This design comes from an exercise in tuning for small area and few clock cycles on the open sky130 flow, not from production work.
Only simulation tests tie the RTL to the original design; equivalence was not proved.
Power is estimated from default activity; no workload was simulated.

==> flow/design.v <==
module drawing_engine (input  wire        clk,
                       input  wire        rst,
                       input  wire        req,
                       input  wire  [1:0] cmd,
                       output wire        ack,
                       output wire        busy,
                       input  wire [15:0] r0,
                       input  wire [15:0] r1,
                       input  wire [15:0] r2,
                       input  wire [15:0] r3,
                       input  wire [15:0] r4,
                       input  wire [15:0] r5,
                       input  wire [15:0] r6,
                       input  wire [15:0] r7,
                       output wire        de_req,
                       input  wire        de_ack,
                       output wire [17:0] de_addr,
                       output wire  [3:0] de_nbyte,
                       output wire [31:0] de_data);
function automatic [20:0] radd(input [19:0] a, input [19:0] b, input ci);
  integer i;
  reg c;
  begin
    c = ci;
    for (i = 0; i < 20; i = i + 1) begin
      radd[i] = a[i] ^ b[i] ^ c;
      c = (a[i] & b[i]) | (a[i] & c) | (b[i] & c);
    end
    radd[20] = c;
  end
endfunction
localparam S_IDLE  = 3'd0,
           S_LINE0 = 3'd1,
           S_LINE1 = 3'd2,
           S_LINE  = 3'd3,
           S_RINI  = 3'd4,
           S_RECT  = 3'd6,
           S_CLEAR = 3'd7;
reg  [2:0]  st;
reg  [19:0] p;
reg  [11:0] e;
reg         q;
reg  [9:0]  n;
reg  [3:0]  m;
wire s_idle  = (st == S_IDLE);
wire s_line0 = (st == S_LINE0);
wire s_line  = (st == S_LINE);
wire s_rini  = (st == S_RINI);
wire s_rect  = (st == S_RECT);
wire s_clear = (st == S_CLEAR);
wire [20:0] n_dec = radd({10'd0, n}, 20'hfffff, 1'b0);
wire        l_sub = ~e[11] | s_line0;
wire [11:0] l_x   = s_rini ? {1'b0, r1[8:0], 2'b00} :
                    l_sub   ? 12'd0 : {1'b0, r0[9:0], 1'b0};
wire [11:0] l_y   = s_rini ? {9'd0, r0[9:7]} : ~{1'b0, r1[9:0], 1'b0};
wire [11:0] l_cs  = e ^ l_x ^ l_y;
wire [11:0] l_cc  = (e & l_x) | (e & l_y) | (l_x & l_y);
wire [20:0] l_sum = radd({8'd0, l_cs}, {8'd0, l_cc[10:0], ~s_rini}, 1'b0);
wire [20:0] l_cmp = radd({10'd0, r0[9:0]}, {10'd0, ~r1[9:0]}, 1'b1);
wire        l_wrap = ~l_sub & ~l_cmp[10] & ~s_rini;           
wire [11:0] l_tn  = {l_sum[11] ^ l_wrap, l_sum[10:0]};
wire        s1z = ~|r2[10:2], s1o = &r2[10:2];
wire        s2z = ~|r3[10:2], s2o = &r3[10:2];
wire  [1:0] l_s1  = q ? r2[1:0] : r3[1:0];
wire        l_z1  = q ? s1z : s2z;
wire        l_o1  = q ? s1o : s2o;
wire  [1:0] l_s2  = ~e[11] ? r2[1:0] : r3[1:0];
wire        l_z2  = ~e[11] ? s1z : s2z;
wire        l_o2  = ~e[11] ? s1o : s2o;
wire        l_end  = (n == 10'd0);
wire        l_end2 = (n == 10'd1);
wire  [2:0] l_lo  = {1'b0, l_s1} + {1'b0, p[1:0]};
wire        l_same  = ~l_end & (l_lo[2] ? l_o1 : l_z1);
wire  [2:0] l_lo2 = {1'b0, l_s2} + {1'b0, l_lo[1:0]};
wire        l_same2 = ~l_end2 & (l_lo2[2] ? l_o2 : l_z2);
wire  [3:0] l_bit  = 4'b0001 << p[1:0];
wire  [3:0] l_bit2 = l_same ? (4'b0001 << l_lo[1:0]) : 4'b0000;
wire  [7:0] r_w   = r2[15:8];
wire  [7:0] r_h   = r2[7:0];
wire [20:0] r_wx  = radd({12'd0, r_w}, {{18{~|r0[1:0]}}, r0[1:0] - 2'd1}, 1'b0);
wire  [6:0] r_nw1 = r_wx[8:2];            
wire  [1:0] r_xe  = r_wx[1:0];            
wire [20:0] r_row = radd({12'd0, e[7:0]}, 20'd0, 1'b1);
wire  [7:0] r_row1 = r_row[7:0];
wire        r_lastrow = (r_row1 == r_h);
wire        r_lastw = (n[6:0] == 7'd0);
wire        r_dir   = m[0];
wire        r_first = m[1];
wire        r_left  = r_dir ? r_lastw : r_first;
wire        r_right = r_dir ? r_first : r_lastw;
wire  [3:0] r_lmask = 4'b1111 << r0[1:0];
wire  [3:0] r_rmask = 4'b1111 >> (2'd3 - r_xe);
wire  [3:0] r_mask  = (r_left ? r_lmask : 4'b1111) & (r_right ? r_rmask : 4'b1111);
wire  [2:0] r_py  = r1[2:0] + e[2:0];
reg  [15:0] r_pr;
always @(*)
  case (r_py[2:1])
    2'd0: r_pr = r4;
    2'd1: r_pr = r5;
    2'd2: r_pr = r6;
    default: r_pr = r7;
  endcase
wire  [7:0] r_rowb = r_py[0] ? r_pr[15:8] : r_pr[7:0];
wire  [3:0] r_pat  = {4{s_rect}} & (p[2] ? r_rowb[3:0] : r_rowb[7:4]);
wire        c_last = (p[19:2] == 18'd76799);
reg  [10:0] addb;
always @(*)
  if (s_line)       addb = q ? r2[10:0] : r3[10:0];
  else if (s_rect)  addb = r_lastw ? 11'd640 : (r_dir ? 11'h7fc : 11'd4);
  else              addb = 11'd4;
wire [20:0] plo  = radd({9'd0, p[10:0]}, {9'd0, addb}, 1'b0);
wire  [8:0] phu  = p[19:11] ^ {9{addb[10]}};
reg   [8:0] pht;
integer pi;
always @(*) begin
  pht[0] = 1'b1;
  for (pi = 1; pi < 9; pi = pi + 1)
    pht[pi] = pht[pi-1] & phu[pi-1];
end
wire [19:0] psum = {p[19:11] ^ (pht & {9{plo[11] ^ addb[10]}}), plo[10:0]};
wire fin = s_line ? l_end
         : s_rect ? (r_lastw & r_lastrow)
         : c_last;
assign busy    = ~s_idle;
assign ack     = (de_ack & fin & (s_line | s_rect | s_clear)) |
                 (s_rini & (r_w == 8'd0));
assign de_req  = ~de_ack & ((s_line & ~(l_same & l_same2)) | s_rect | s_clear);
assign de_addr = p[19:2];
assign de_nbyte = s_line ? ~(m | l_bit | l_bit2) : s_rect ? ~r_mask : 4'b0000;
wire  [7:0] col = s_line ? r6[7:0] : r0[7:0];
wire  [7:0] c0  = s_rect ? r3[15:8] : col;
wire  [7:0] c1  = r3[7:0];
assign de_data = {r_pat[0] ? c1 : c0, r_pat[1] ? c1 : c0,
                  r_pat[2] ? c1 : c0, r_pat[3] ? c1 : c0};
always @(posedge clk)
  if (rst)
    st <= S_IDLE;
  else
    case (st)
      S_IDLE:
        if (req)
          case (cmd)
            2'd0: begin
                  st <= S_LINE0;
                  p  <= {r5[3:0], r4};
                  e  <= {2'b00, r0[9:0]};
                  n  <= r0[9:0];
                  m  <= 4'b0000;
                  end
            2'd1: begin
                  st <= S_RINI;
                  e  <= {3'd0, r1[8:0]};
                  end
            2'd2: begin
                  st <= S_CLEAR;
                  p  <= 20'd0;
                  end
            default: ;
          endcase
      S_LINE0: begin
        st <= S_LINE1;
        e  <= l_tn;
        end
      S_LINE1: begin
        st <= S_LINE;
        q  <= ~e[11];
        e  <= l_tn;
        end
      S_LINE:
        if (de_ack | l_same) begin
          if (de_ack & l_end)
            st <= S_IDLE;
          else begin
            p <= psum;
            q <= ~e[11];
            e <= l_tn;
            n <= n_dec[9:0];
            m <= de_ack ? 4'b0000 : (m | l_bit);
          end
        end
      S_RINI: begin
        st <= (r_w == 8'd0) ? S_IDLE : S_RECT;
        p  <= {1'b0, l_tn, r0[6:0]};
        e  <= 12'd0;
        n  <= {3'b000, r_nw1};
        m  <= 4'b0010;
        end
      S_RECT:
        if (de_ack) begin
          if (fin)
            st <= S_IDLE;
          else begin
            p <= psum;
            if (r_lastw) begin
              e <= {4'd0, r_row1};
              n <= {3'b000, r_nw1};
              m <= {2'b01, ~r_dir};
            end else begin
              n <= n_dec[9:0];
              m <= {2'b00, r_dir};
            end
          end
        end
      S_CLEAR:
        if (de_ack) begin
          if (c_last)
            st <= S_IDLE;
          else
            p <= psum;
        end
      default: st <= S_IDLE;
    endcase
endmodule
==> flow/flow/run.sh <==
#!/bin/bash
# The standard ORFS layout, with the port buffers that placement inserts
# (one per input and output port, as standard) made of the smallest buffer
# cell instead of the default choice.
set -euo pipefail
export BUFFER_PORTS_ARGS="-buffer_cell sky130_fd_sc_hd__buf_1"
bash standard.sh finish > standard_flow.log 2>&1
==> flow/standard.sh <==
#!/bin/bash
# synth_recipe.tcl (not shown) runs the flow's synth.tcl, then flattens the netlist and writes it again
# the make line also repeats each setting of config.mk as NAME=value (left out here)
make -C /OpenROAD-flow-scripts/flow DESIGN_CONFIG=/design/flow/config.mk WORK_HOME=/design/flow/orfs CLKGATE_MAP_FILE= SYNTH_SCRIPT=/design/flow/synth_recipe.tcl "${@:-finish}"
==> flow/constraint.sdc <==
create_clock -name core_clock -period 7.0 [get_ports {clk}]
set_input_delay 1.4000 -clock core_clock [delete_from_list [all_inputs] [get_ports {clk}]]
set_output_delay 1.4000 -clock core_clock [all_outputs]
set_load 0.01 [all_outputs]
==> flow/config.mk <==
export PLATFORM = sky130hd
export DESIGN_NAME = drawing_engine
export DESIGN_NICKNAME = drawing_engine
export VERILOG_FILES = /design/flow/design.v
export SDC_FILE = /design/flow/constraint.sdc
export NUM_CORES = 4
export LEC_CHECK = 0
export CAP_MARGIN = 20
export CORE_MARGIN = 2
export CORE_UTILIZATION = 40
export PLACE_DENSITY = 0.6
export SLEW_MARGIN = 20
==> impl_metrics.py, run 1 <==
metrics = {
    "critical_path": {
        "start_kind": "primary input",
        "critical_path_class": "primary input to flop",
        "critPathCaptureType": "flop",
        "worst-path-max-fanout": 2,
        "rrSetupSlack_ps": 550,
        "critPathRequiredTime_ps": 7050,
        "worstPathArrival_ps": 6850,
    },
    "grt": {
        "grt_max_degree": 34,
        "grt.total_usage_pct": 27.1,
        "grt_pass1_wl_mm": 36.3,
        "overflow": 0,
        "grt_antenna_before_repair": 1,
        "grt_pass1_vias": 6275,
    },
    "clock_network": {
        "clock_latency_ps": 310,
        "cts-root-buf": "clkbuf_16",
        "cts_made_buffers": 5,
        "cts.sinks": 50,
        "ctsHtreeMaxLevel": 2,
        "clkTransAtPathRegs_ps": 70,
        "cts_tree": "built",
        "clk_path_buf_depth": 2,
        "cts-hold-fix-buffers": 0,
    },
    "flow_run": {
        "max_cap_violations": 0,
    },
    "drt": {
        "drtIter0Drc": 667,
        "wl_per_cell_um": 21.8,
        "vias": 6528,
        "ant_nets": 0,
        "drt_pass1_iterations": 8,
        "drc": 0,
        "vias_per_cell": 5.91,
        "drt_wl_total_mm": 24.1,
    },
    "logic_synthesis": {
        "synth-simple-area-share_pct": 13.1,
        "syn_inst": 715,
        "synth-edff-count": 47,
        "synth_seq_cells": 50,
        "netlist.area_leader.share_pct": 21.5,
        "yosysTopAreaCell": "edfxtp_1",
        "synthAdderAreaFrac_pct": 18.2,
        "yosysMostFrequentCell": "nand2_1",
        "mappedNetlistArea_um2": 6580,
        "syn_area_per_cell_um2": 9.20,
        "muxShareOfSynthArea_pct": 16.1,
        "synth_fp_nets": 917,
        "synth-xor-area-share_pct": 3.71,
        "yosys_warnings": 1,
        "synth_top_family_by_area": "compound AO/OA/AOI/OAI gates",
        "synthTopCellsByArea": "edfxtp_1 (21%), fa_1 (12%), mux2_2 (8.0%)",
        "synthFlopType": "edfxtp_1",
        "synth_commonest_cells": "nand2_1 (70), inv_1 (62), nor2_1 (49)",
        "synth-compound-area-share_pct": 18.5,
        "ys_seq_area_share_pct": 22.4,
        "async_flop_share_pct": 0,
        "synth_cell_types": 65,
    },
    "placement": {
        "hpwl_mm": 19.6,
        "place_area_um2": 7560,
        "gp_congestion": 0.954,
        "pre_cts_ws_ps": -451,
        "numPortBuffers": 178,
    },
    "timing": {
        "min_period_over_period_pct": 97.1,
        "setup_viol": 0,
        "max_freq_mhz": 147,
        "finalHoldViolCount": 0,
        "maxSlewViolCount": 0,
        "finalCriticalPeriod_ps": 6800,
        "setup_slack_ps": 201,
        "worst_pin_slew_ps": 994,
        "max_slew_margin_pct": 33.7,
        "clock_skew_ps": 4.96,
    },
    "finish": {
        "seqCellArea_um2": 1470,
        "multi_input_area_um2": 4650,
        "drive_gt1_share_pct": 16.4,
        "fin_util_pct": 48.6,
        "final_area_um2": 7770,
        "area_delta_synth_final_pct": 18.2,
        "n_fill_cell": 1631,
        "final_nets": 1089,
    },
    "power": {
        "peakVddDrop_uv": 363,
        "power_density_nw_per_um2": 441,
        "p_leak_uw": 0.00293,
    },
    "floorplanning": {
        "fp.coreArea_um2": 16000,
        "die_h_um": 132,
        "rows": 46,
        "die_w_um": 132,
        "initial_utilization_pct": 41.1,
        "dieArea_um2": 17500,
        "num_io_pins": 191,
    },
    "outcome": {
        "status": "timing/DRC/antenna clean",
    },
    "hold_path": {
        "hold_class": "flop to flop",
    },
}
[cells in the final DEF, fill, tap and decap left out, drive strengths merged, types with 13 or more instances in the layout]
cell type and count:
inv 63, mux4 13, nor2 49, a221oi 13, a21oi 32, a31oi 21
mux2 53, nand2 71, buf 220, ha 29, o21ai 41, xnor2 16
mux2i 17, fa 39, a22oi 14, edfxtp 47
[metal layers]
| layer | track usage (%) | wire (um) |
|---|---|---|
| met1 | 36.3 | 10100 |
| met2 | 43.6 | 11400 |
| met3 | 5.04 | 1880 |
| met4 | 10.3 | 775 |
| met5 | 0 | 0 |
[metrics by stage]
| step | hold WS, ps | setup TNS (ps) | cells | total power [uW] |
|---|---|---|---|---|
| after CTS | 574 | 0 | 1103 | 3310 |
| after global placement | 553 | -1090 | 1095 | 2990 |
| after global routing | 623 | -6.39 | 1104 | 3650 |
| after floorplan | 521 | 0 | 715 | 2200 |
| after detailed placement | 555 | -1310 | 1095 | 3010 |
| final | 584 | 0 | 1105 | 3420 |
[worst paths after layout]
path / depth (start not counted) / endpoint / start
setup / recovery: 21 / p[18]$_DFFE_PP_ / r1[0]
hold reg to reg: 2 / m[2]$_DFFE_PP_ / m[2]$_DFFE_PP_
hold / removal: 2 / m[2]$_DFFE_PP_ / m[2]$_DFFE_PP_
setup reg to reg: 23 / p[18]$_DFFE_PP_ / st[2]$_SDFFE_PP0P_
[state kept, by name, indices dropped and copies added, names as in the netlist]
name and flops:
m 4, e 12, q 1, n 10, p 20, st 3
[layout make-up]
class	instances	area share, %
inverters	63	3.04
multi-input cells	547	59.9
diodes	1	0.0322
well taps	216	3.48
clock inverters	2	0.209
clock buffers	6	1.79
repair buffers	220	12.7
flip-flops and latches	50	18.9
[worst max-delay path, cell delays in order]
cell,delay [ps]
buf_1,120
nand2_1,80
o21ai_1,90
fa_1,500
inv_1,60
fa_2,350
fa_2,410
fa_2,410
fa_2,410
fa_2,400
fa_2,400
fa_2,420
fa_2,400
fa_1,420
inv_1,90
fa_1,210
xnor2_2,140
xnor2_2,120
buf_4,160
a22oi_1,150
o21ai_0,120
[power breakdown]
group	switching, uW	internal (uW)
clock	132	144
combinational	1430	1070
sequential	135	512
total	1700	1730
[cell families after synthesis]
logic type | count (synthesis)
buffers and inverters | 118
multiplexers | 83
XOR/XNOR | 27
adder cells (fa/ha/maj) | 73
AO/OA/AOI/OAI | 179
flip-flops | 50
AND/OR/NAND/NOR | 185
[timing repair]
action / CTS / global route
hold endpoints to repair: 0 / 0
resized for setup: 2 / 12
setup buffers: 0 / 1
pin swaps: 1 / 4
endpoints found under the setup margin: 2 / 3
Testbench counts, summed over its fixed seeds: cycles 75,612.
==> run 2: changes to the inputs <==
==> flow/flow/run.sh (replaced) <==
#!/bin/bash
# The standard ORFS layout, with the port buffers that placement inserts
# (one per input and output port, as standard) made of the smallest buffer
# cell, and non-critical gates downsized after global routing.
set -euo pipefail
export BUFFER_PORTS_ARGS="-buffer_cell sky130_fd_sc_hd__buf_1"
export RECOVER_POWER=100
bash standard.sh finish > standard_flow.log 2>&1
==> flow/config.mk (replaced) <==
export PLATFORM = sky130hd
export DESIGN_NAME = drawing_engine
export DESIGN_NICKNAME = drawing_engine
export VERILOG_FILES = /design/flow/design.v
export SDC_FILE = /design/flow/constraint.sdc
export NUM_CORES = 4
export LEC_CHECK = 0
export CAP_MARGIN = 0
export CORE_MARGIN = 2
export CORE_UTILIZATION = 55
export PLACE_DENSITY = 0.7
export SLEW_MARGIN = 0
==> run 2 against run 1 <==
  * First-iteration DRC count rose by 42%
  * Still clean
  * Combinational power barely moved
  * Die area fell by 27%
  * Flip-flop and latch count did not move
  * Largest power group unchanged
  * Hold slack improved by 12 ps
  * Sequential share of layout area rose by 0.57 points
  * Critical path type unchanged
  * Largest cell class unchanged
==> impl_metrics.py, run 2 <==
metrics = {
    "grt": {
        "overflow": 0,
        "grt_pass1_wl_mm": 34.8,
        "grt.total_usage_pct": 35.8,
        "grt_pass1_vias": 6345,
        "grt_max_degree": 35,
        "grt_antenna_before_repair": 0,
    },
    "outcome": {
        "status": "timing/DRC/antenna clean",
    },
    "logic_synthesis": {
        "ys_seq_area_share_pct": 22.4,
        "yosys_warnings": 1,
        "syn_inst": 715,
        "synthFlopType": "edfxtp_1",
        "synth_cell_types": 65,
        "synthTopCellsByArea": "edfxtp_1 (21%), fa_1 (12%), mux2_2 (8.0%)",
        "synth-edff-count": 47,
        "syn_area_per_cell_um2": 9.20,
        "mappedNetlistArea_um2": 6580,
        "netlist.area_leader.share_pct": 21.5,
        "async_flop_share_pct": 0,
        "yosysMostFrequentCell": "nand2_1",
        "synth_commonest_cells": "nand2_1 (70), inv_1 (62), nor2_1 (49)",
        "synth_fp_nets": 917,
        "synth_seq_cells": 50,
        "yosysTopAreaCell": "edfxtp_1",
    },
    "critical_path": {
        "start_kind": "primary input",
        "worstPathArrival_ps": 6890,
        "worst-path-max-fanout": 6,
        "critPathRequiredTime_ps": 7060,
        "critPathCaptureType": "flop",
        "critical_path_class": "primary input to flop",
    },
    "power": {
        "peakVddDrop_uv": 430,
        "power_density_nw_per_um2": 451,
        "p_int_uw": 1690,
        "p_leak_uw": 0.00285,
        "switching_share_pct": 50.4,
        "power.share.clock_pct": 7.6,
        "power_switching_uw": 1720,
        "pwr-share-seq_pct": 18.9,
        "combPwrFrac_pct": 73.5,
    },
    "drt": {
        "drt_wl_total_mm": 23.3,
        "wl_per_cell_um": 22.8,
        "drtIter0Drc": 944,
        "ant_nets": 0,
        "drc": 0,
        "drt_pass1_iterations": 6,
        "vias": 6720,
        "vias_per_cell": 6.56,
    },
    "timing": {
        "setup_viol": 0,
        "fin_tns_setup_ps": 0,
        "max_freq_mhz": 146,
        "maxSlewViolCount": 0,
        "clock_skew_ps": 7.67,
        "finalCriticalPeriod_ps": 6830,
        "worst_pin_slew_ps": 1190,
        "whs_ps": 596,
        "rsz0062_at_grt": "no",
        "finalHoldViolCount": 0,
        "min_period_over_period_pct": 97.6,
        "max_slew_margin_pct": 20.2,
    },
    "floorplanning": {
        "die_h_um": 113,
        "fp.coreArea_um2": 11600,
        "rows": 39,
        "initial_utilization_pct": 56.9,
        "die_w_um": 113,
        "num_io_pins": 191,
        "dieArea_um2": 12800,
    },
    "finish": {
        "final_nets": 1082,
        "largestRegisters": "p (20), e (12), n (10)",
        "final_cell_mix": "buf_1 (176), nand2_1 (71), inv_1 (61)",
        "n_fill_cell": 1020,
        "antenna_cells": 0,
        "layout_commonest_cell": "buf_1",
        "drive_gt1_share_pct": 13.6,
        "regMostFlops": "p",
        "area_delta_synth_final_pct": 14.7,
        "largest_register_ffs": 20,
    },
    "clock_network": {
        "cts.sinks": 50,
        "cts_tree": "built",
        "cts_made_buffers": 5,
        "clock_latency_ps": 310,
        "clkTransAtPathRegs_ps": 70,
        "cts-root-buf": "clkbuf_16",
        "clk_path_buf_depth": 2,
        "ctsHtreeMaxLevel": 2,
    },
    "placement": {
        "numPortBuffers": 178,
        "hpwl_mm": 18.6,
        "gp_congestion": 1.04,
    },
    "flow_run": {
        "max_cap_violations": 0,
    },
    "hold_path": {
        "hold_class": "flop to flop",
    },
}
-- run 2: cell types whose count changed in the layout (fill, tap and decap cells not counted), sizes merged --
cell / previous run / this run
clkinv: 1 / 2
clkbuf: 6 / 13
buf: 220 / 205
diode: 1 / 0
-- run 2: metal layers --
| layer | track usage [%] | vias up | wire length (um) |
|---|---|---|---|
| met4 | 15.0 | 0 | 1040 |
| met2 | 58.5 | 463 | 11000 |
| met1 | 46.1 | 3214 | 8760 |
| met5 | 0 | - | 0 |
| met3 | 7.82 | 79 | 2570 |
| li1 | - | 2964 | - |
-- run 2: what timing repair did --
item,4_1_cts,5_1_grt
hold buffers,0,0
gates resized for setup,7,8
pin swaps,4,3
setup buffers,0,0
endpoints found under the setup margin,3,4
endpoints found under the hold margin,0,0
-- run 2: path summary, 6_finish.rpt --
| kind | start | endpoint | slack (ps) | depth (start not counted) |
|---|---|---|---|---|
| worst max-delay path | r3[0] | p[19]$_DFFE_PP_ | 170 | 24 |
| worst min-delay path | m[3]$_DFFE_PP_ | m[3]$_DFFE_PP_ | 600 | 2 |
| worst max register to register | st[2]$_SDFFE_PP0P_ | e[11]$_DFFE_PP_ | 500 | 22 |
| worst min register to register | m[3]$_DFFE_PP_ | m[3]$_DFFE_PP_ | 600 | 2 |
-- run 2: cell type report --
| type | instances | area [um^2] | share of cell area [%] |
|---|---|---|---|
| clock buffers | 5 | 125 | 1.66 |
| clock inverters | 3 | 20.0 | 0.265 |
| inverters | 63 | 236 | 3.14 |
| multi-input cells | 547 | 4600 | 61.0 |
| flip-flops and latches | 50 | 1470 | 19.5 |
| well taps | 143 | 179 | 2.37 |
| repair buffers | 213 | 906 | 12.0 |
-- run 2: power by group through the flow --
stage,clock [uW],combinational [uW],sequential [uW]
floorplan,0,1610,596
global route,272,2650,659
CTS,260,2390,641
finish,258,2500,643
detailed placement,0,2340,647
global placement,0,2290,638
-- run 2: stage by stage --
step	util, %	area (um^2)	setup slack, ps	power, uW	cells
6_report	65.2	7540	171	3400	1024
5_1_grt	65.2	7540	15.1	3580	1024
4_1_cts	65.7	7590	2.73	3290	1024
3_5_place_dp	64.2	7420	-509	2990	1016
3_3_place_gp	64.2	7420	-404	2930	1016
2_1_floorplan	-	6600	34.4	2200	715
-- run 2: cells by family after synthesis --
logic type	count (synthesis)	synth area share, %
and+or+nand+nor	185	13.1
AOI/OAI and AO/OA	179	18.5
buffers and inverters	118	7.97
muxes	83	16.1
adders and majority gates	73	18.2
DFF	50	22.4
xor gates and xnor gates	27	3.71
-- run 2: critical path, cell delays in order --
cell,delay [ps]
buf_2,140
mux2_2,290
nor2b_1,140
ha_1,180
inv_1,70
fa_1,170
inv_1,60
fa_2,360
fa_2,370
fa_2,370
fa_2,370
fa_2,370
fa_2,380
fa_2,390
fa_2,380
inv_2,70
fa_1,190
nand2b_1,70
nor4_1,180
o21ai_1,130
or3_1,390
o22ai_2,180
xnor2_1,140
o21ai_0,80
==> run 3: changes to the inputs <==
--- a/flow/config.mk
+++ b/flow/config.mk
@@ -5,8 +5,9 @@
 export SDC_FILE = /design/flow/constraint.sdc
 export NUM_CORES = 4
 export LEC_CHECK = 0
-export CAP_MARGIN = 0
+export CAP_MARGIN = 20
 export CORE_MARGIN = 2
 export CORE_UTILIZATION = 55
+export GPL_TIMING_DRIVEN = 0
 export PLACE_DENSITY = 0.7
-export SLEW_MARGIN = 0
+export SLEW_MARGIN = 20
==> run 3 against run 2 <==
  * Still clean
  * Clock skew is 3.4 ps higher
  * Non-clock buffer count is 27 higher
  * Cell count grew 2.6%
  * Critical path depth down 4
  * Routed wire length rose by 3.9%
  * Area after synthesis did not move
  * Sequential power decreased by 1%
==> impl_metrics.py, run 3 <==
metrics = {
    "logic_synthesis": {
        "synth-compound-area-share_pct": 18.5,
        "synth_commonest_cells": "nand2_1 (70), inv_1 (62), nor2_1 (49)",
        "synth_top_family_by_area": "compound AO/OA/AOI/OAI gates",
        "ys_seq_area_share_pct": 22.4,
        "yosys_warnings": 1,
        "synth_fp_nets": 917,
        "synthFlopType": "edfxtp_1",
        "async_flop_share_pct": 0,
        "muxShareOfSynthArea_pct": 16.1,
        "synthTopCellsByArea": "edfxtp_1 (21%), fa_1 (12%), mux2_2 (8.0%)",
        "synth-simple-area-share_pct": 13.1,
        "netlist.area_leader.share_pct": 21.5,
        "yosysMostFrequentCell": "nand2_1",
        "synth_cell_types": 65,
        "synth_seq_cells": 50,
        "synthAdderAreaFrac_pct": 18.2,
        "syn_area_per_cell_um2": 9.20,
        "synth-edff-count": 47,
        "syn_inst": 715,
        "yosysTopAreaCell": "edfxtp_1",
        "synth-xor-area-share_pct": 3.71,
        "mappedNetlistArea_um2": 6580,
    },
    "floorplanning": {
        "die_h_um": 113,
        "initial_utilization_pct": 56.9,
        "rows": 39,
        "fp.coreArea_um2": 11600,
        "dieArea_um2": 12800,
        "num_io_pins": 191,
        "die_w_um": 113,
    },
    "drt": {
        "drt_pass1_iterations": 5,
        "vias_per_cell": 6.35,
        "m1WireLength_mm": 9.43,
        "vias": 6679,
        "drc": 0,
        "met2WireLength_mm": 11.9,
        "ant_nets": 0,
        "routed-wl-met3_mm": 2.24,
        "drt_wl_total_mm": 24.2,
        "wl_per_cell_um": 23.1,
        "top_layer": "met4",
        "drtIter0Drc": 965,
    },
    "timing": {
        "rsz0062_at_grt": "no",
        "min_period_over_period_pct": 97.5,
        "max_slew_margin_pct": 6.86,
        "whs_ps": 586,
        "setup_slack_ps": 175,
        "setup_viol": 0,
        "finalCriticalPeriod_ps": 6820,
        "clock_skew_ps": 11.0,
        "worst_pin_slew_ps": 1400,
        "finalHoldViolCount": 0,
        "max_freq_mhz": 147,
        "maxSlewViolCount": 0,
    },
    "power": {
        "power.share.clock_pct": 7.8,
        "switching_share_pct": 50.1,
        "peakVddDrop_uv": 686,
        "pwr-share-seq_pct": 18.2,
        "fin_total_pwr_uw": 3490,
        "p_leak_uw": 0.00295,
        "p_int_uw": 1740,
        "combPwrFrac_pct": 73.9,
        "power_density_nw_per_um2": 451,
        "power_switching_uw": 1750,
    },
    "grt": {
        "grt.total_usage_pct": 37.3,
        "grt_antenna_before_repair": 0,
        "grt_pass1_vias": 6469,
        "grt_max_degree": 21,
        "grt_pass1_wl_mm": 36.3,
        "overflow": 0,
    },
    "critical_path": {
        "critPathCaptureType": "flop",
        "worst-path-max-fanout": 5,
        "critPathRequiredTime_ps": 7040,
        "worstReg2RegStart": "st[2]$_SDFFE_PP0P_",
        "critical_path_class": "primary input to flop",
        "crit_start": "r1[0]",
        "start_kind": "primary input",
        "worstPathArrival_ps": 6870,
    },
    "finish": {
        "layout_commonest_cell": "buf_1",
        "fin_util_pct": 67.0,
        "antenna_cells": 0,
        "largest_register_ffs": 20,
        "area_delta_synth_final_pct": 17.8,
        "final_nets": 1109,
        "regMostFlops": "p",
        "drive_gt1_share_pct": 16.1,
        "largestRegisters": "p (20), e (12), n (10)",
        "final_cell_mix": "buf_1 (171), nand2_1 (71), inv_1 (58)",
    },
    "clock_network": {
        "cts_made_buffers": 5,
        "clkTransAtPathRegs_ps": 90,
        "clk_path_buf_depth": 2,
        "ctsHtreeMaxLevel": 2,
        "cts.sinks": 50,
        "cts_tree": "built",
        "cts-hold-fix-buffers": 0,
        "clock_latency_ps": 310,
        "cts-root-buf": "clkbuf_16",
    },
    "hold_path": {
        "hold_class": "flop to flop",
        "worstHoldStart": "m[2]$_DFFE_PP_",
    },
    "placement": {
        "gp_congestion": 1.01,
        "pre_cts_ws_ps": -796,
        "numPortBuffers": 178,
        "hpwl_mm": 19.5,
    },
    "flow_run": {
        "max_cap_violations": 0,
    },
    "outcome": {
        "status": "timing/DRC/antenna clean",
    },
}
## run 3: cell types whose count changed in the layout (fill, tap and decap cells not counted), sizes merged
cell and delta:
clkbuf +44, buf -17
## run 3: cell type report
class                           instances  area [um^2]
Multi-Input combinational cell        547         4650
Sequential cell                        50         1470
Tap cell                              143          179
Clock inverter                          3         28.8
Clock buffer                            5          125
Buffer                                 52          298
Inverter                               63          243
Fill cell                             980         3820
Timing Repair Buffer                  188          744
## run 3: layer usage
metal	global-route usage [%]	vias up
li1	-	3016
met4	10.6	0
met5	0	-
met3	6.21	50
met2	63.3	407
met1	49.4	3206
## run 3: per-stage QoR
step	setup TNS, ps	cells	cell area, um^2
finish	0	1051	7740
global route	0	1051	7740
CTS	0	1045	7710
detailed placement	-3840	1036	7450
global placement	-3640	1036	7450
floorplan	0	715	6600
## run 3: final timing paths
check             slack [ps]  cells after the start               to
setup / recovery         180                     20  e[11]$_DFFE_PP_
setup reg to reg         230                     23  e[11]$_DFFE_PP_
hold / removal           590                      2   m[2]$_DFFE_PP_
hold reg to reg          590                      2   m[2]$_DFFE_PP_
## run 3: worst max-delay path, stage by stage
cell      delay, ps
clkbuf_1        150
nand2_1          80
o21ai_1          90
fa_1            510
inv_1            50
fa_2            340
fa_2            410
fa_2            410
fa_2            410
fa_2            400
fa_2            400
fa_2            410
fa_2            410
fa_1            410
inv_1            90
fa_2            220
xnor2_2          90
xnor2_2         320
xor2_1          190
nor3_1           60
## run 3: kinds of logic (layout without fill, tap and decap cells)
| logic type | count (synthesis) | count (layout) |
|---|---|---|
| AOI/OAI and AO/OA | 179 | 179 |
| xor gates and xnor gates | 27 | 27 |
| adders and majority gates | 73 | 73 |
| buffers and inverters | 118 | 311 |
| DFF | 50 | 50 |
| muxes | 83 | 83 |
| and+or+nand+nor | 185 | 185 |
## run 3: power by group through the flow
stage	clock network [uW]	logic, uW	registers [uW]
after floorplan	0	1610	596
after global placement	0	2360	625
after detailed placement	0	2400	631
after CTS	271	2480	632
after global routing	278	2760	653
final	273	2580	636
## run 3: timing repair
action,4_1_cts,5_1_grt
resized for setup,31,16
buffers inserted,3,7
endpoints found under the hold margin,0,0
pin swaps,4,15
endpoints found under the setup margin,7,6
==> run 4: changes to the inputs <==
--- a/flow/config.mk
+++ b/flow/config.mk
@@ -8,6 +8,5 @@
 export CAP_MARGIN = 20
 export CORE_MARGIN = 2
 export CORE_UTILIZATION = 55
-export GPL_TIMING_DRIVEN = 0
 export PLACE_DENSITY = 0.7
 export SLEW_MARGIN = 20
==> run 4 against run 3 <==
  * Largest cell class unchanged
  * Flip-flop and latch count stayed put
  * Clock skew is 3.4 ps lower
  * Clock power decreased by 5%
  * Combinational power down 3%
  * Sequential share of layout area up 0.49 points
  * Clock-buffer cell count unchanged
  * Critical path depth is 4 higher
  * Synthesized cell count unchanged
  * Register-to-register slack better by 270 ps
  * Critical path type unchanged
  * Die area stayed put
  * Non-clock buffer count is 27 lower
  * Sequential power increased by 1%
==> impl_metrics.py, run 4 <==
metrics = {
    "drt": {
        "wl_per_cell_um": 22.8,
        "vias": 6720,
        "drc": 0,
        "ant_nets": 0,
        "drt_wl_total_mm": 23.3,
        "drt_pass1_iterations": 6,
        "vias_per_cell": 6.56,
        "drtIter0Drc": 944,
    },
    "timing": {
        "setup_viol": 0,
        "worst_pin_slew_ps": 1190,
        "finalHoldViolCount": 0,
        "fin_tns_setup_ps": 0,
        "rsz0062_at_grt": "no",
        "min_period_over_period_pct": 97.6,
        "finalCriticalPeriod_ps": 6830,
        "maxSlewViolCount": 0,
        "max_slew_margin_pct": 20.2,
        "max_freq_mhz": 146,
        "whs_ps": 596,
        "clock_skew_ps": 7.67,
    },
    "power": {
        "p_leak_uw": 0.00285,
        "combPwrFrac_pct": 73.5,
        "p_int_uw": 1690,
        "fin_total_pwr_uw": 3400,
        "peakVddDrop_uv": 430,
        "switching_share_pct": 50.4,
        "power_density_nw_per_um2": 451,
        "power.share.clock_pct": 7.6,
        "pwr-share-seq_pct": 18.9,
        "power_switching_uw": 1720,
    },
    "floorplanning": {
        "fp.coreArea_um2": 11600,
        "dieArea_um2": 12800,
        "die_w_um": 113,
        "die_h_um": 113,
        "initial_utilization_pct": 56.9,
        "rows": 39,
        "num_io_pins": 191,
    },
    "grt": {
        "grt_max_degree": 35,
        "grt.total_usage_pct": 35.8,
        "grt_pass1_wl_mm": 34.8,
        "grt_antenna_before_repair": 0,
        "grt_pass1_vias": 6345,
        "overflow": 0,
    },
    "critical_path": {
        "rrSetupSlack_ps": 500,
        "critPathRequiredTime_ps": 7060,
        "worst-path-max-fanout": 6,
        "critPathCaptureType": "flop",
        "worstPathArrival_ps": 6890,
        "start_kind": "primary input",
        "critical_path_class": "primary input to flop",
    },
    "logic_synthesis": {
        "yosysMostFrequentCell": "nand2_1",
        "synth_cell_types": 65,
        "async_flop_share_pct": 0,
        "yosys_warnings": 1,
        "synth-edff-count": 47,
        "netlist.area_leader.share_pct": 21.5,
        "synth_commonest_cells": "nand2_1 (70), inv_1 (62), nor2_1 (49)",
        "ys_seq_area_share_pct": 22.4,
        "mappedNetlistArea_um2": 6580,
        "synth_fp_nets": 917,
        "yosysTopAreaCell": "edfxtp_1",
        "synthFlopType": "edfxtp_1",
        "synthTopCellsByArea": "edfxtp_1 (21%), fa_1 (12%), mux2_2 (8.0%)",
        "syn_area_per_cell_um2": 9.20,
        "syn_inst": 715,
        "synth_seq_cells": 50,
    },
    "finish": {
        "final_cell_mix": "buf_1 (176), nand2_1 (71), inv_1 (61)",
        "regMostFlops": "p",
        "largestRegisters": "p (20), e (12), n (10)",
        "area_delta_synth_final_pct": 14.7,
        "layout_commonest_cell": "buf_1",
        "drive_gt1_share_pct": 13.6,
        "final_area_um2": 7540,
        "antenna_cells": 0,
        "final_nets": 1082,
        "largest_register_ffs": 20,
    },
    "clock_network": {
        "clkTransAtPathRegs_ps": 70,
        "cts-hold-fix-buffers": 0,
        "cts-root-buf": "clkbuf_16",
        "clk_path_buf_depth": 2,
        "cts.sinks": 50,
        "clock_latency_ps": 310,
        "cts_made_buffers": 5,
        "ctsHtreeMaxLevel": 2,
        "cts_tree": "built",
    },
    "placement": {
        "numPortBuffers": 178,
        "hpwl_mm": 18.6,
        "gp_congestion": 1.04,
        "place_area_um2": 7420,
    },
    "outcome": {
        "status": "timing/DRC/antenna clean",
    },
    "flow_run": {
        "max_cap_violations": 0,
    },
    "hold_path": {
        "hold_class": "flop to flop",
    },
}
## run 4: cell counts after synthesis
No cell type changed its count.
## run 4: cells by family (layout without fill, tap and decap cells)
family                     count (synthesis)  count (layout)  synth area share, %
muxes                                     83              83                 16.1
adders and majority gates                 73              73                 18.2
buffers and inverters                    118             284                 7.97
and+or+nand+nor                          185             185                 13.1
DFF                                       50              50                 22.4
AOI/OAI and AO/OA                        179             179                 18.5
xor gates and xnor gates                  27              27                 3.71
## run 4: worst paths after layout
path | cells after the start | from | endpoint
hold reg to reg | 2 | m[3]$_DFFE_PP_ | m[3]$_DFFE_PP_
setup / recovery | 24 | r3[0] | p[19]$_DFFE_PP_
hold / removal | 2 | m[3]$_DFFE_PP_ | m[3]$_DFFE_PP_
setup reg to reg | 22 | st[2]$_SDFFE_PP0P_ | e[11]$_DFFE_PP_
## run 4: layout make-up
type | count | area [um^2]
Multi-Input combinational cell | 547 | 4600
Fill cell | 1020 | 4020
Sequential cell | 50 | 1470
Clock inverter | 3 | 20.0
Inverter | 63 | 236
Clock buffer | 5 | 125
Tap cell | 143 | 179
Timing Repair Buffer | 213 | 906
## run 4: timing repair
action                     in CTS  in global routing
buffers inserted                0                  0
resized for setup               7                  8
hold endpoints to repair        0                  0
pin swaps                       4                  3
setup endpoints to repair       3                  4
## run 4: metal layers
layer	track usage, %	vias to the layer above	wire length (um)
met5	0	-	0
met4	15.0	0	1040
met3	7.82	79	2570
met2	58.5	463	11000
met1	46.1	3214	8760
li1	-	2964	-
## run 4: power groups by stage
stage	Combinational, uW	Clock, uW	Sequential [uW]
6_report	2500	258	643
5_1_grt	2650	272	659
4_1_cts	2390	260	641
3_5_place_dp	2340	0	647
3_3_place_gp	2290	0	638
2_1_floorplan	1610	0	596
## run 4: worst max-delay path, stage by stage
cell and delay (ps):
buf_2 140, mux2_2 290, nor2b_1 140, ha_1 180, inv_1 70, fa_1 170, inv_1 60, fa_2 360
fa_2 370, fa_2 370, fa_2 370, fa_2 370, fa_2 380, fa_2 390, fa_2 380, inv_2 70
fa_1 190, nand2b_1 70, nor4_1 180, o21ai_1 130, or3_1 390, o22ai_2 180, xnor2_1 140, o21ai_0 80
## run 4: through the flow
stage / std cells / util [%] / worst slack [ps]
final: 1024 / 65.2 / 171
after global placement: 1016 / 64.2 / -404
after CTS: 1024 / 65.7 / 2.73
after global routing: 1024 / 65.2 / 15.1
after detailed placement: 1016 / 64.2 / -509
after floorplan: 715 / - / 34.4
==> run 5: changes to the inputs <==
--- a/flow/config.mk
+++ b/flow/config.mk
@@ -8,5 +8,7 @@
 export CAP_MARGIN = 20
 export CORE_MARGIN = 2
 export CORE_UTILIZATION = 55
+export CTS_CLUSTER_DIAMETER = 200
+export CTS_CLUSTER_SIZE = 50
 export PLACE_DENSITY = 0.7
 export SLEW_MARGIN = 20
==> run 5 against run 4 <==
  * Global-route usage stayed put
  * First-iteration DRC count is the same
  * Fmax did not move
  * Clock-buffer cell count unchanged
  * Area after synthesis unchanged
  * Routed wire length unchanged
  * Clock power hardly changed
  * Non-clock buffer count unchanged
  * Register-to-register slack barely moved
==> impl_metrics.py, run 5 <==
metrics = {
    "timing": {
        "setup_viol": 0,
        "clock_skew_ps": 7.67,
        "max_slew_margin_pct": 20.2,
        "whs_ps": 596,
        "worst_pin_slew_ps": 1190,
        "finalHoldViolCount": 0,
        "rsz0062_at_grt": "no",
        "min_period_over_period_pct": 97.6,
        "max_freq_mhz": 146,
        "maxSlewViolCount": 0,
        "finalCriticalPeriod_ps": 6830,
    },
    "clock_network": {
        "cts.sinks": 50,
        "clkTransAtPathRegs_ps": 70,
        "clk_path_buf_depth": 2,
        "cts-hold-fix-buffers": 0,
        "cts_made_buffers": 5,
        "ctsHtreeMaxLevel": 2,
        "cts_tree": "built",
        "clock_latency_ps": 310,
        "cts-root-buf": "clkbuf_16",
        "postCtsSetupRepairBufs": 0,
    },
    "drt": {
        "drc": 0,
        "vias_per_cell": 6.56,
        "wl_per_cell_um": 22.8,
        "drt_wl_total_mm": 23.3,
        "vias": 6720,
        "ant_nets": 0,
        "drtIter0Drc": 944,
        "drt_pass1_iterations": 6,
    },
    "grt": {
        "grtUsageMet2_pct": 58.5,
        "use_met1_pct": 46.1,
        "grt.total_usage_pct": 35.8,
        "grt-busiest-layer": "met2",
        "use_met3_pct": 7.82,
        "grt_max_degree": 35,
        "overflow": 0,
        "grt_antenna_before_repair": 0,
        "grt_pass1_wl_mm": 34.8,
        "grt_pass1_vias": 6345,
    },
    "finish": {
        "largest_register_ffs": 20,
        "layout_commonest_cell": "buf_1",
        "antenna_cells": 0,
        "final_nets": 1082,
        "final_cell_mix": "buf_1 (176), nand2_1 (71), inv_1 (61)",
        "layout.cells.non_filler": 1024,
        "drive_gt1_share_pct": 13.6,
        "final_area_um2": 7540,
        "area_delta_synth_final_pct": 14.7,
        "regMostFlops": "p",
        "largestRegisters": "p (20), e (12), n (10)",
    },
    "critical_path": {
        "reg2reg_depth": 22,
        "start_kind": "primary input",
        "critPathCaptureType": "flop",
        "worstPathArrival_ps": 6890,
        "worst-path-max-fanout": 6,
        "critical_path_class": "primary input to flop",
        "cpMaxStageDelayCell": "fa_2",
        "path_cells": "buf_2 -> mux2_2 -> nor2b_1 -> ha_1 -> inv_1 -> fa_1 -> inv_1 -> fa_2 -> fa_2 -> fa_2 -> fa_2 -> fa_2 -> fa_2 -> fa_2 -> fa_2 -> inv_2 -> fa_1 -> nand2b_1 -> nor4_1 -> o21ai_1 -> or3_1 -> o22ai_2 -> xnor2_1 -> o21ai_0",
        "critPathRequiredTime_ps": 7060,
        "cp_slowest_stage_delay_ps": 390,
        "cpMostUsedCell": "fa_2",
    },
    "power": {
        "pwr-share-seq_pct": 18.9,
        "switching_share_pct": 50.4,
        "p_leak_uw": 0.00285,
        "power_density_nw_per_um2": 451,
        "p_int_uw": 1690,
        "combPwrFrac_pct": 73.5,
        "power_switching_uw": 1720,
        "peakVddDrop_uv": 430,
        "power.share.clock_pct": 7.6,
    },
    "logic_synthesis": {
        "synth_cell_types": 65,
        "netlist.area_leader.share_pct": 21.5,
        "synth_commonest_cells": "nand2_1 (70), inv_1 (62), nor2_1 (49)",
        "synthFlopType": "edfxtp_1",
        "synthTopCellsByArea": "edfxtp_1 (21%), fa_1 (12%), mux2_2 (8.0%)",
        "syn_inst": 715,
        "synth_seq_cells": 50,
        "yosys_warnings": 1,
        "synth-edff-count": 47,
        "async_flop_share_pct": 0,
        "mappedNetlistArea_um2": 6580,
        "ys_seq_area_share_pct": 22.4,
        "yosysTopAreaCell": "edfxtp_1",
        "yosysMostFrequentCell": "nand2_1",
        "syn_area_per_cell_um2": 9.20,
        "synth_fp_nets": 917,
    },
    "floorplanning": {
        "num_io_pins": 191,
        "die_w_um": 113,
        "dieArea_um2": 12800,
        "die_h_um": 113,
        "fp.coreArea_um2": 11600,
        "rows": 39,
        "initial_utilization_pct": 56.9,
    },
    "placement": {
        "place_area_um2": 7420,
        "numPortBuffers": 178,
        "gp_congestion": 1.04,
        "hpwl_mm": 18.6,
        "placed_cells": 1016,
    },
    "outcome": {
        "status": "timing/DRC/antenna clean",
    },
    "hold_path": {
        "hold_class": "flop to flop",
        "whs_path_depth": 2,
    },
    "flow_run": {
        "max_cap_violations": 0,
    },
}
==> run 5: cell counts after synthesis <==
No cell type changed its count.
==> run 5: metrics by stage <==
| step | utilization (%) | setup WS (ps) | TNS (ps) | power (uW) |
|---|---|---|---|---|
| floorplan | - | 34.4 | 0 | 2200 |
| CTS | 65.7 | 2.73 | 0 | 3290 |
| detailed placement | 64.2 | -509 | -1800 | 2990 |
| global route | 65.2 | 15.1 | 0 | 3580 |
| global placement | 64.2 | -404 | -1320 | 2930 |
| finish | 65.2 | 171 | 0 | 3400 |
==> run 5: routing by layer <==
metal / wire (um) / vias to the layer above
li1: - / 2964
met1: 8760 / 3214
met2: 11000 / 463
met3: 2570 / 79
met4: 1040 / 0
met5: 0 / -
==> run 5: what timing repair did <==
action | CTS | global route
pin swaps | 4 | 3
endpoints found under the setup margin | 3 | 4
resized for setup | 7 | 8
==> run 5: power by group through the flow <==
stage	clock, uW	combinational (uW)	sequential [uW]
after floorplan	0	1610	596
after global placement	0	2290	638
after detailed placement	0	2340	647
after CTS	260	2390	641
after global routing	272	2650	659
final	258	2500	643
==> run 5: final cells by class <==
cell class / instances / area (um^2)
well taps: 143 / 179
clock buffers: 5 / 125
repair buffers: 213 / 906
multi-input cells: 547 / 4600
flip-flops and latches: 50 / 1470
inverters: 63 / 236
fillers: 1020 / 4020
clock inverters: 3 / 20.0
==> run 5: worst paths after layout <==
check	from	end	slack [ps]
worst max-delay path	r3[0]	p[19]$_DFFE_PP_	170
worst min register to register	m[3]$_DFFE_PP_	m[3]$_DFFE_PP_	600
worst max register to register	st[2]$_SDFFE_PP0P_	e[11]$_DFFE_PP_	500
worst min-delay path	m[3]$_DFFE_PP_	m[3]$_DFFE_PP_	600
==> run 5: logic make-up after synthesis <==
family | synth area share [%]
buffers and inverters | 7.97
multiplexers | 16.1
AND/OR/NAND/NOR | 13.1
XOR/XNOR | 3.71
flip-flops | 22.4
AO/OA/AOI/OAI | 18.5
adder cells (fa/ha/maj) | 18.2
==> run 5: critical path: cells and delay by family <==
family,cells,cell delay (ps)
simple gates,4,780
mux,1,290
compound gates,3,390
xor+xnor,1,140
fa+ha+maj,11,3530
buf+inv,4,340
==> run 6: changes to the inputs <==
--- a/flow/config.mk
+++ b/flow/config.mk
@@ -5,10 +5,10 @@
 export SDC_FILE = /design/flow/constraint.sdc
 export NUM_CORES = 4
 export LEC_CHECK = 0
+export ABC_AREA = 1
 export CAP_MARGIN = 20
 export CORE_MARGIN = 2
 export CORE_UTILIZATION = 55
-export CTS_CLUSTER_DIAMETER = 200
-export CTS_CLUSTER_SIZE = 50
+export CTS_BUF_LIST = sky130_fd_sc_hd__clkbuf_8
 export PLACE_DENSITY = 0.7
 export SLEW_MARGIN = 20
==> run 6 against run 5 <==
  * Still clean
  * Clock-buffer cell count did not move
  * Clock power fell by 27%
  * Die area rose by 2.6%
  * Global-route usage rose by 0.37 points
  * Sequential share of layout area fell by 0.20 points
  * Register-to-register slack improved by 90 ps
  * Critical endpoint is now e[11]$_DFFE_PP_
  * Largest cell class unchanged
  * Highest routed layer unchanged
==> impl_metrics.py, run 6 <==
metrics = {
    "outcome": {
        "status": "timing/DRC/antenna clean",
    },
    "timing": {
        "maxSlewViolCount": 0,
        "setup_viol": 0,
        "whs_ps": 554,
        "worst_pin_slew_ps": 1090,
        "max_slew_margin_pct": 27.3,
        "fin_tns_setup_ps": 0,
        "finalCriticalPeriod_ps": 6690,
        "finalHoldViolCount": 0,
        "rsz0062_at_grt": "no",
        "clock_skew_ps": 14.7,
        "setup_slack_ps": 313,
        "max_freq_mhz": 150,
        "min_period_over_period_pct": 95.5,
    },
    "finish": {
        "largestRegisters": "p (20), e (12), n (10)",
        "layout_commonest_cell": "nand2_1",
        "final_nets": 1335,
        "largest_register_ffs": 20,
        "final_area_um2": 7620,
        "drive_gt1_share_pct": 8.55,
        "final_cell_mix": "nand2_1 (253), buf_1 (177), inv_1 (120)",
        "regMostFlops": "p",
        "area_delta_synth_final_pct": 12.9,
    },
    "placement": {
        "gp_congestion": 0.982,
        "pre_cts_ws_ps": -450,
        "place_area_um2": 7620,
        "hpwl_mm": 19.4,
        "numPortBuffers": 178,
    },
    "grt": {
        "grt_max_degree": 26,
        "grt_pass1_wl_mm": 36.2,
        "grt_antenna_before_repair": 1,
        "grt.total_usage_pct": 36.1,
        "grt_pass1_vias": 6755,
        "overflow": 0,
    },
    "floorplanning": {
        "die_w_um": 115,
        "die_h_um": 115,
        "dieArea_um2": 13200,
        "num_io_pins": 191,
        "rows": 40,
        "initial_utilization_pct": 56.2,
        "fp.coreArea_um2": 12000,
    },
    "logic_synthesis": {
        "mappedNetlistArea_um2": 6750,
        "syn_inst": 951,
        "yosys_warnings": 1,
        "synth_seq_cells": 50,
        "ys_seq_area_share_pct": 21.8,
        "syn_area_per_cell_um2": 7.10,
        "async_flop_share_pct": 0,
        "synthFlopType": "edfxtp_1",
        "synthTopCellsByArea": "edfxtp_1 (21%), nand2_1 (14%), fa_1 (12%)",
        "yosysTopAreaCell": "edfxtp_1",
        "synth-edff-count": 47,
        "yosysMostFrequentCell": "nand2_1",
        "synth_commonest_cells": "nand2_1 (253), inv_1 (119), nor2_1 (82)",
        "netlist.area_leader.share_pct": 20.9,
        "synth_fp_nets": 1153,
        "synth_cell_types": 48,
    },
    "clock_network": {
        "cts-root-buf": "clkbuf_8",
        "clock_latency_ps": 340,
        "cts_tree": "built",
        "postCtsSetupRepairBufs": 0,
        "clkTransAtPathRegs_ps": 100,
        "clk_path_buf_depth": 2,
        "cts.sinks": 50,
        "cts-hold-fix-buffers": 0,
        "cts_made_buffers": 5,
        "ctsHtreeMaxLevel": 2,
    },
    "critical_path": {
        "worst-path-max-fanout": 2,
        "worstPathArrival_ps": 6770,
        "start_kind": "primary input",
        "critical_path_class": "primary input to flop",
        "critPathCaptureType": "flop",
        "critPathRequiredTime_ps": 7080,
    },
    "hold_path": {
        "hold_class": "flop to flop",
    },
    "drt": {
        "drt_pass1_iterations": 7,
        "drc": 0,
        "vias": 7397,
        "drt_wl_total_mm": 23.6,
        "wl_per_cell_um": 18.4,
        "drtIter0Drc": 964,
        "ant_nets": 0,
        "vias_per_cell": 5.77,
    },
    "power": {
        "power_density_nw_per_um2": 431,
        "fin_total_pwr_uw": 3280,
        "peakVddDrop_uv": 352,
        "p_leak_uw": 0.00335,
    },
    "flow_run": {
        "max_cap_violations": 0,
    },
}
==> run 6: cell count changes in the layout (fill, tap and decap cells not counted), sizes merged, moves of 20 or more <==
cell    change
inv        +68
mux2       -53
nand2     +191
nand3      +43
nand4      +25
nor2       +39
o211ai     +20
o21ai      +46
==> run 6: area by class of cell <==
| type | instances | area, um^2 |
|---|---|---|
| fillers | 1243 | 4390 |
| clock buffers | 5 | 68.8 |
| multi-input cells | 720 | 4380 |
| flip-flops and latches | 50 | 1470 |
| well taps | 147 | 184 |
| repair buffers | 223 | 987 |
| inverters | 133 | 502 |
| clock inverters | 3 | 21.3 |
| diodes | 1 | 2.50 |
==> run 6: final timing paths <==
check        slack [ps]          startpoint  cells after the start            endpoint
min reg2reg         550  st[0]$_SDFFE_PP0P_                      2  st[0]$_SDFFE_PP0P_
max reg2reg         590  st[0]$_SDFFE_PP0P_                     25     e[11]$_DFFE_PP_
min                 550  st[0]$_SDFFE_PP0P_                      2  st[0]$_SDFFE_PP0P_
max                 310               r0[8]                     24     e[11]$_DFFE_PP_
==> run 6: logic make-up after synthesis <==
group	share of synthesized area (%)
and+or+nand+nor	30.6
buffers and inverters	12.3
AOI/OAI and AO/OA	16.4
adders and majority gates	16.9
DFF	21.8
xor gates and xnor gates	1.95
==> run 6: per-stage QoR <==
| stage | instances | util [%] |
|---|---|---|
| finish | 1282 | 63.4 |
| CTS | 1281 | 64.3 |
| detailed placement | 1273 | 63.5 |
| global placement | 1273 | 63.5 |
| global route | 1281 | 63.4 |
| floorplan | 951 | - |
==> run 6: critical path: stages <==
cell and delay [ps]:
buf_1 100, inv_1 70, nand2_1 70, o21ai_1 80, fa_1 500, inv_1 50, fa_2 340, fa_2 400
fa_2 400, fa_2 380, fa_2 410, fa_2 400, fa_2 370, fa_2 420, fa_1 420, inv_1 90
fa_1 180, xnor2_1 150, xor2_1 160, buf_4 150, buf_4 100, inv_1 30, nand2_1 50, a21oi_1 50
==> run 6: routing by layer <==
metal / vias up / routed length [um] / track usage (%)
met3: 57 / 2950 / 7.91
met5: - / 0 / 0
met4: 0 / 677 / 10.6
li1: 3526 / - / -
met1: 3347 / 9600 / 52.1
met2: 467 / 10400 / 55.0
==> run 6: power breakdown <==
part | total (uW) | internal [uW] | switching (uW)
Combinational | 2430 | 881 | 1550
Sequential | 666 | 537 | 130
Clock | 188 | 70.7 | 117
==> run 6: repair_timing <==
item	in CTS	in global routing
gates resized for setup	2	7
endpoints found under the setup margin	2	8
pin swaps	0	2
==> run 7: changes to the inputs <==
--- a/flow/config.mk
+++ b/flow/config.mk
@@ -5,7 +5,6 @@
 export SDC_FILE = /design/flow/constraint.sdc
 export NUM_CORES = 4
 export LEC_CHECK = 0
-export ABC_AREA = 1
 export CAP_MARGIN = 20
 export CORE_MARGIN = 2
 export CORE_UTILIZATION = 55
==> run 7 against run 6 <==
  * Clock-buffer cell count unchanged
  * Sequential share of layout area up 0.37 points
  * Clock skew down 3.9 ps
==> impl_metrics.py, run 7 <==
metrics = {
    "critical_path": {
        "critPathRequiredTime_ps": 7080,
        "start_kind": "primary input",
        "worst-path-max-fanout": 2,
        "worstPathArrival_ps": 6920,
        "critPathCaptureType": "flop",
        "critical_path_class": "primary input to flop",
    },
    "outcome": {
        "status": "timing/DRC/antenna clean",
    },
    "floorplanning": {
        "fp.coreArea_um2": 11600,
        "rows": 39,
        "die_w_um": 113,
        "die_h_um": 113,
        "initial_utilization_pct": 56.9,
        "num_io_pins": 191,
        "dieArea_um2": 12800,
    },
    "timing": {
        "fin_tns_setup_ps": 0,
        "finalHoldViolCount": 0,
        "worst_pin_slew_ps": 1220,
        "max_freq_mhz": 146,
        "rsz0062_at_grt": "no",
        "min_period_over_period_pct": 97.8,
        "clock_skew_ps": 10.8,
        "finalCriticalPeriod_ps": 6840,
        "maxSlewViolCount": 0,
        "max_slew_margin_pct": 18.1,
        "setup_viol": 0,
    },
    "finish": {
        "drive_gt1_share_pct": 13.4,
        "layout_commonest_cell": "buf_1",
        "largestRegisters": "p (20), e (12), n (10)",
        "final_nets": 1082,
        "largest_register_ffs": 20,
        "regMostFlops": "p",
        "final_cell_mix": "buf_1 (176), nand2_1 (71), inv_1 (61)",
        "area_delta_synth_final_pct": 13.7,
        "antenna_cells": 0,
        "final_area_um2": 7480,
    },
    "power": {
        "peakVddDrop_uv": 409,
        "fin_total_pwr_uw": 3300,
        "power_density_nw_per_um2": 441,
        "p_leak_uw": 0.00283,
    },
    "logic_synthesis": {
        "yosys_warnings": 1,
        "synth_cell_types": 65,
        "mappedNetlistArea_um2": 6580,
        "synth_fp_nets": 917,
        "netlist.area_leader.share_pct": 21.5,
        "syn_inst": 715,
        "synthTopCellsByArea": "edfxtp_1 (21%), fa_1 (12%), mux2_2 (8.0%)",
        "yosysMostFrequentCell": "nand2_1",
        "async_flop_share_pct": 0,
        "synth_commonest_cells": "nand2_1 (70), inv_1 (62), nor2_1 (49)",
        "synthFlopType": "edfxtp_1",
        "yosysTopAreaCell": "edfxtp_1",
        "syn_area_per_cell_um2": 9.20,
        "ys_seq_area_share_pct": 22.4,
        "synth_seq_cells": 50,
        "synth-edff-count": 47,
    },
    "placement": {
        "numPortBuffers": 178,
        "hpwl_mm": 18.6,
        "gp_congestion": 1.04,
        "place_area_um2": 7420,
    },
    "clock_network": {
        "cts.sinks": 50,
        "cts-root-buf": "clkbuf_8",
        "clkTransAtPathRegs_ps": 110,
        "ctsHtreeMaxLevel": 2,
        "clock_latency_ps": 340,
        "clk_path_buf_depth": 2,
        "cts_tree": "built",
        "cts_made_buffers": 5,
    },
    "drt": {
        "drt_wl_total_mm": 23.2,
        "vias": 6652,
        "drtIter0Drc": 882,
        "drc": 0,
        "ant_nets": 0,
        "wl_per_cell_um": 22.7,
        "vias_per_cell": 6.50,
        "drt_pass1_iterations": 6,
    },
    "grt": {
        "use_met3_pct": 8.25,
        "grt_pass1_vias": 6335,
        "grt.total_usage_pct": 35.5,
        "overflow": 0,
        "grt_max_degree": 35,
        "grt_antenna_before_repair": 1,
        "grtUsageMet2_pct": 57.7,
        "use_met1_pct": 45.6,
        "grt-busiest-layer": "met2",
        "grt_pass1_wl_mm": 34.6,
    },
    "hold_path": {
        "hold_class": "flop to flop",
    },
    "flow_run": {
        "max_cap_violations": 0,
    },
}
-- run 7: final cells by class --
cell class                 instances  area [um^2]
inverter                          63          236
fill                            1037         4090
clock inverter                     3         20.0
clock buffer                       5         68.8
timing repair buffer             213          910
multi-input combinational        547         4590
sequential                        50         1470
tap                              143          179
-- run 7: worst paths after layout --
| kind | depth (start not counted) | slack (ps) | startpoint | to |
|---|---|---|---|---|
| worst min register to register | 2 | 610 | m[3]$_DFFE_PP_ | m[3]$_DFFE_PP_ |
| worst max register to register | 21 | 380 | n[6]$_DFFE_PP_ | p[19]$_DFFE_PP_ |
| worst max-delay path | 20 | 160 | r1[0] | e[11]$_DFFE_PP_ |
| worst min-delay path | 2 | 610 | m[3]$_DFFE_PP_ | m[3]$_DFFE_PP_ |
-- run 7: metal layers --
metal / vias to the layer above / share of wire, %
met5: - / 0.039
met4: 2 / 4.2
met3: 76 / 11
met2: 422 / 48
met1: 3193 / 37
li1: 2959 / -
-- run 7: repair_timing --
| item | 4_1_cts | 5_1_grt |
|---|---|---|
| setup buffers | 0 | 0 |
| hold buffers | 0 | 0 |
| setup endpoints to repair | 3 | 4 |
| pin swaps | 2 | 3 |
| gates resized for setup | 5 | 6 |
-- run 7: cells by family after synthesis --
group                      share of synthesized area, %
AOI/OAI and AO/OA                                  18.5
DFF                                                22.4
adders and majority gates                          18.2
and+or+nand+nor                                    13.1
xor gates and xnor gates                           3.71
buffers and inverters                              7.97
muxes                                              16.1
-- run 7: stage by stage --
step	setup slack [ps]	hold slack (ps)	utilization, %	cells
6_report	156	607	64.6	1024
4_1_cts	28.0	591	65.1	1024
2_1_floorplan	34.4	521	-	715
5_1_grt	5.58	649	64.6	1024
3_5_place_dp	-509	565	64.2	1016
3_3_place_gp	-404	555	64.2	1016
-- run 7: where the power goes --
part           internal [uW]  switching, uW  total, uW  leakage, uW
registers                512            130        641     0.000465
clock network           70.8            118        189    0.0000422
logic                   1020           1450       2470      0.00232
total                   1600           1700       3300      0.00283
-- run 7: critical path, stage by stage --
cell and delay, ps:
buf_1 120, nand2_1 70, o21ai_1 90, fa_1 520, inv_1 50, fa_1 390, fa_2 410, fa_2 410
fa_2 400, fa_1 460, fa_2 410, fa_2 410, fa_2 410, fa_1 430, inv_1 100, fa_1 190
xnor2_1 110, xnor2_2 300, xor2_1 180, nor3_1 60
==> run 8: changes to the inputs <==
--- a/flow/config.mk
+++ b/flow/config.mk
@@ -7,7 +7,7 @@
 export LEC_CHECK = 0
 export CAP_MARGIN = 20
 export CORE_MARGIN = 2
-export CORE_UTILIZATION = 55
+export CORE_UTILIZATION = 65
 export CTS_BUF_LIST = sky130_fd_sc_hd__clkbuf_8
-export PLACE_DENSITY = 0.7
+export PLACE_DENSITY = 0.75
 export SLEW_MARGIN = 20
==> run 8 against run 7 <==
  * Flip-flop and latch count unchanged
  * Critical path depth unchanged
  * First-iteration DRC count down 5.3%
  * Sequential share of layout area decreased by 0.23 points
  * Worst setup slack got worse by 71 ps
  * Clock skew rose by 3.0 ps
  * Fmax fell by 1.0%
  * Clock power grew 13%
==> impl_metrics.py, run 8 <==
metrics = {
    "finish": {
        "antenna_cells": 0,
        "largestRegisters": "p (20), e (12), n (10)",
        "final_cell_mix": "buf_1 (178), nand2_1 (71), inv_1 (63)",
        "final_nets": 1087,
        "largest_register_ffs": 20,
        "layout_commonest_cell": "buf_1",
        "regMostFlops": "p",
        "n_fill_cell": 734,
        "final_area_um2": 7570,
        "area_delta_synth_final_pct": 15.1,
        "drive_gt1_share_pct": 14.8,
    },
    "hold_path": {
        "worstHoldStart": "m[3]$_DFFE_PP_",
        "whs_path_depth": 2,
        "hold_class": "flop to flop",
        "hold_path_end": "m[3]$_DFFE_PP_",
    },
    "power": {
        "combPwrFrac_pct": 74.3,
        "power_switching_uw": 1680,
        "p_leak_uw": 0.00288,
        "peakVddDrop_uv": 486,
        "power_density_nw_per_um2": 442,
        "pwr-share-seq_pct": 19.3,
        "fin_total_pwr_uw": 3340,
        "p_int_uw": 1660,
        "switching_share_pct": 50.2,
        "power.share.clock_pct": 6.4,
    },
    "floorplanning": {
        "dieArea_um2": 10900,
        "die_h_um": 105,
        "fp.coreArea_um2": 9770,
        "die_w_um": 105,
        "initial_utilization_pct": 67.3,
        "num_io_pins": 191,
        "rows": 36,
    },
    "outcome": {
        "status": "timing/DRC/antenna clean",
    },
    "logic_synthesis": {
        "synthFlopType": "edfxtp_1",
        "synth_seq_cells": 50,
        "synth_cell_types": 65,
        "synth-edff-count": 47,
        "async_flop_share_pct": 0,
        "syn_inst": 715,
        "yosysTopAreaCell": "edfxtp_1",
        "ys_seq_area_share_pct": 22.4,
        "synth_fp_nets": 917,
        "syn_area_per_cell_um2": 9.20,
        "netlist.area_leader.share_pct": 21.5,
        "synthTopCellsByArea": "edfxtp_1 (21%), fa_1 (12%), mux2_2 (8.0%)",
        "yosysMostFrequentCell": "nand2_1",
        "mappedNetlistArea_um2": 6580,
        "synth_commonest_cells": "nand2_1 (70), inv_1 (62), nor2_1 (49)",
        "yosys_warnings": 1,
    },
    "critical_path": {
        "r2r_end": "e[11]$_DFFE_PP_",
        "critPathRequiredTime_ps": 7020,
        "critical_path_class": "primary input to flop",
        "worstPathArrival_ps": 6940,
        "worstReg2RegStart": "st[2]$_SDFFE_PP0P_",
        "critPathCaptureType": "flop",
        "worst-path-max-fanout": 2,
        "start_kind": "primary input",
        "reg2reg_depth": 22,
        "rrSetupSlack_ps": 310,
    },
    "clock_network": {
        "clock_latency_ps": 310,
        "clkTransAtPathRegs_ps": 90,
        "cts_made_buffers": 5,
        "cts-root-buf": "clkbuf_8",
        "cts.sinks": 50,
        "cts-hold-fix-buffers": 0,
        "cts_tree": "built",
        "ctsHtreeMaxLevel": 2,
        "postCtsSetupRepairBufs": 0,
        "clk_path_buf_depth": 2,
    },
    "timing": {
        "finalHoldViolCount": 0,
        "finalCriticalPeriod_ps": 6920,
        "setup_viol": 0,
        "min_period_over_period_pct": 98.8,
        "maxSlewViolCount": 0,
        "setup_slack_ps": 84.7,
        "max_slew_margin_pct": 14.1,
        "clock_skew_ps": 13.8,
        "max_freq_mhz": 145,
        "worst_pin_slew_ps": 1280,
        "fin_tns_setup_ps": 0,
    },
    "drt": {
        "drt_pass1_iterations": 9,
        "vias": 6700,
        "vias_per_cell": 6.58,
        "drc": 0,
        "ant_nets": 0,
        "drt_wl_total_mm": 23.1,
        "drtIter0Drc": 835,
        "wl_per_cell_um": 22.6,
    },
    "placement": {
        "place_area_um2": 7440,
        "pre_cts_ws_ps": -513,
        "numPortBuffers": 178,
        "hpwl_mm": 18.4,
        "gp_congestion": 1.00,
    },
    "grt": {
        "grt_max_degree": 35,
        "grt_antenna_before_repair": 2,
        "grt_pass1_wl_mm": 35.0,
        "grt_pass1_vias": 6536,
        "overflow": 0,
        "grt.total_usage_pct": 41.4,
    },
    "flow_run": {
        "max_cap_violations": 0,
    },
}
## run 8: worst max path at each step
stage          start         endpoint  cells after the start
6_report       r1[0]  e[11]$_DFFE_PP_                     20
5_1_grt        r0[7]  e[11]$_DFFE_PP_                     20
4_1_cts        r2[0]  p[19]$_DFFE_PP_                     24
3_5_place_dp   r1[0]  e[11]$_DFFE_PP_                     20
3_3_place_gp   r1[0]  e[11]$_DFFE_PP_                     20
2_1_floorplan  r0[7]  e[11]$_DFFE_PP_                     19
## run 8: layout make-up
| type | count | area [um^2] | share of cell area [%] |
|---|---|---|---|
| inverters | 63 | 236 | 3.13 |
| multi-input cells | 547 | 4630 | 61.2 |
| flip-flops and latches | 50 | 1470 | 19.4 |
| clock inverters | 3 | 41.3 | 0.546 |
| repair buffers | 218 | 953 | 12.6 |
| clock buffers | 5 | 68.8 | 0.910 |
| well taps | 133 | 166 | 2.20 |
## run 8: kinds of logic (layout without fill, tap and decap cells)
logic type / count (synthesis) / count (layout) / synth area share, %
and+or+nand+nor: 185 / 185 / 13.1
adders and majority gates: 73 / 73 / 18.2
muxes: 83 / 83 / 16.1
buffers and inverters: 118 / 289 / 7.97
xor gates and xnor gates: 27 / 27 / 3.71
DFF: 50 / 50 / 22.4
AOI/OAI and AO/OA: 179 / 179 / 18.5
## run 8: power by group through the flow
stage,clock (uW),sequential [uW],combinational [uW]
after global routing,223,657,2640
after floorplan,0,596,1610
final,213,645,2490
after CTS,213,640,2360
after detailed placement,0,647,2320
after global placement,0,636,2240
## run 8: critical path, cell delays in order
cell     delay [ps]
buf_1           100
nand2_1          60
o21ai_1         100
fa_1            520
inv_1            50
fa_1            390
fa_2            410
fa_2            410
fa_2            410
fa_2            410
fa_2            410
fa_2            430
fa_2            400
fa_1            440
inv_1           100
fa_2            230
xnor2_2          90
xnor2_2         320
xor2_1          190
nor3_1           70
## run 8: stage by stage
step	hold WS, ps	cells	util (%)
floorplan	521	715	-
detailed placement	558	1011	76.2
global placement	542	1011	76.2
finish	590	1019	77.4
CTS	583	1019	77.4
global route	625	1019	77.4
## run 8: what timing repair did
action / CTS / global route
setup endpoints to repair: 2 / 6
resized for setup: 4 / 12
pin swaps: 1 / 1
## run 8: metal layers
layer / vias to the layer above / track usage [%] / part of all wire, %
met3: 86 / 10.4 / 12
met2: 493 / 69.0 / 48
met1: 3143 / 51.8 / 35
met4: 2 / 16.1 / 4.3
li1: 2976 / - / -
met5: - / 0 / 0.056

Check on run 8: ideal ports give 0.085 ns setup slack; a clkbuf_16 on the clock port and buf_2 on the inputs give 0.099 ns; moving port delays by the midpoint clock arrival (0.342 ns) as well gives -0.243 ns.
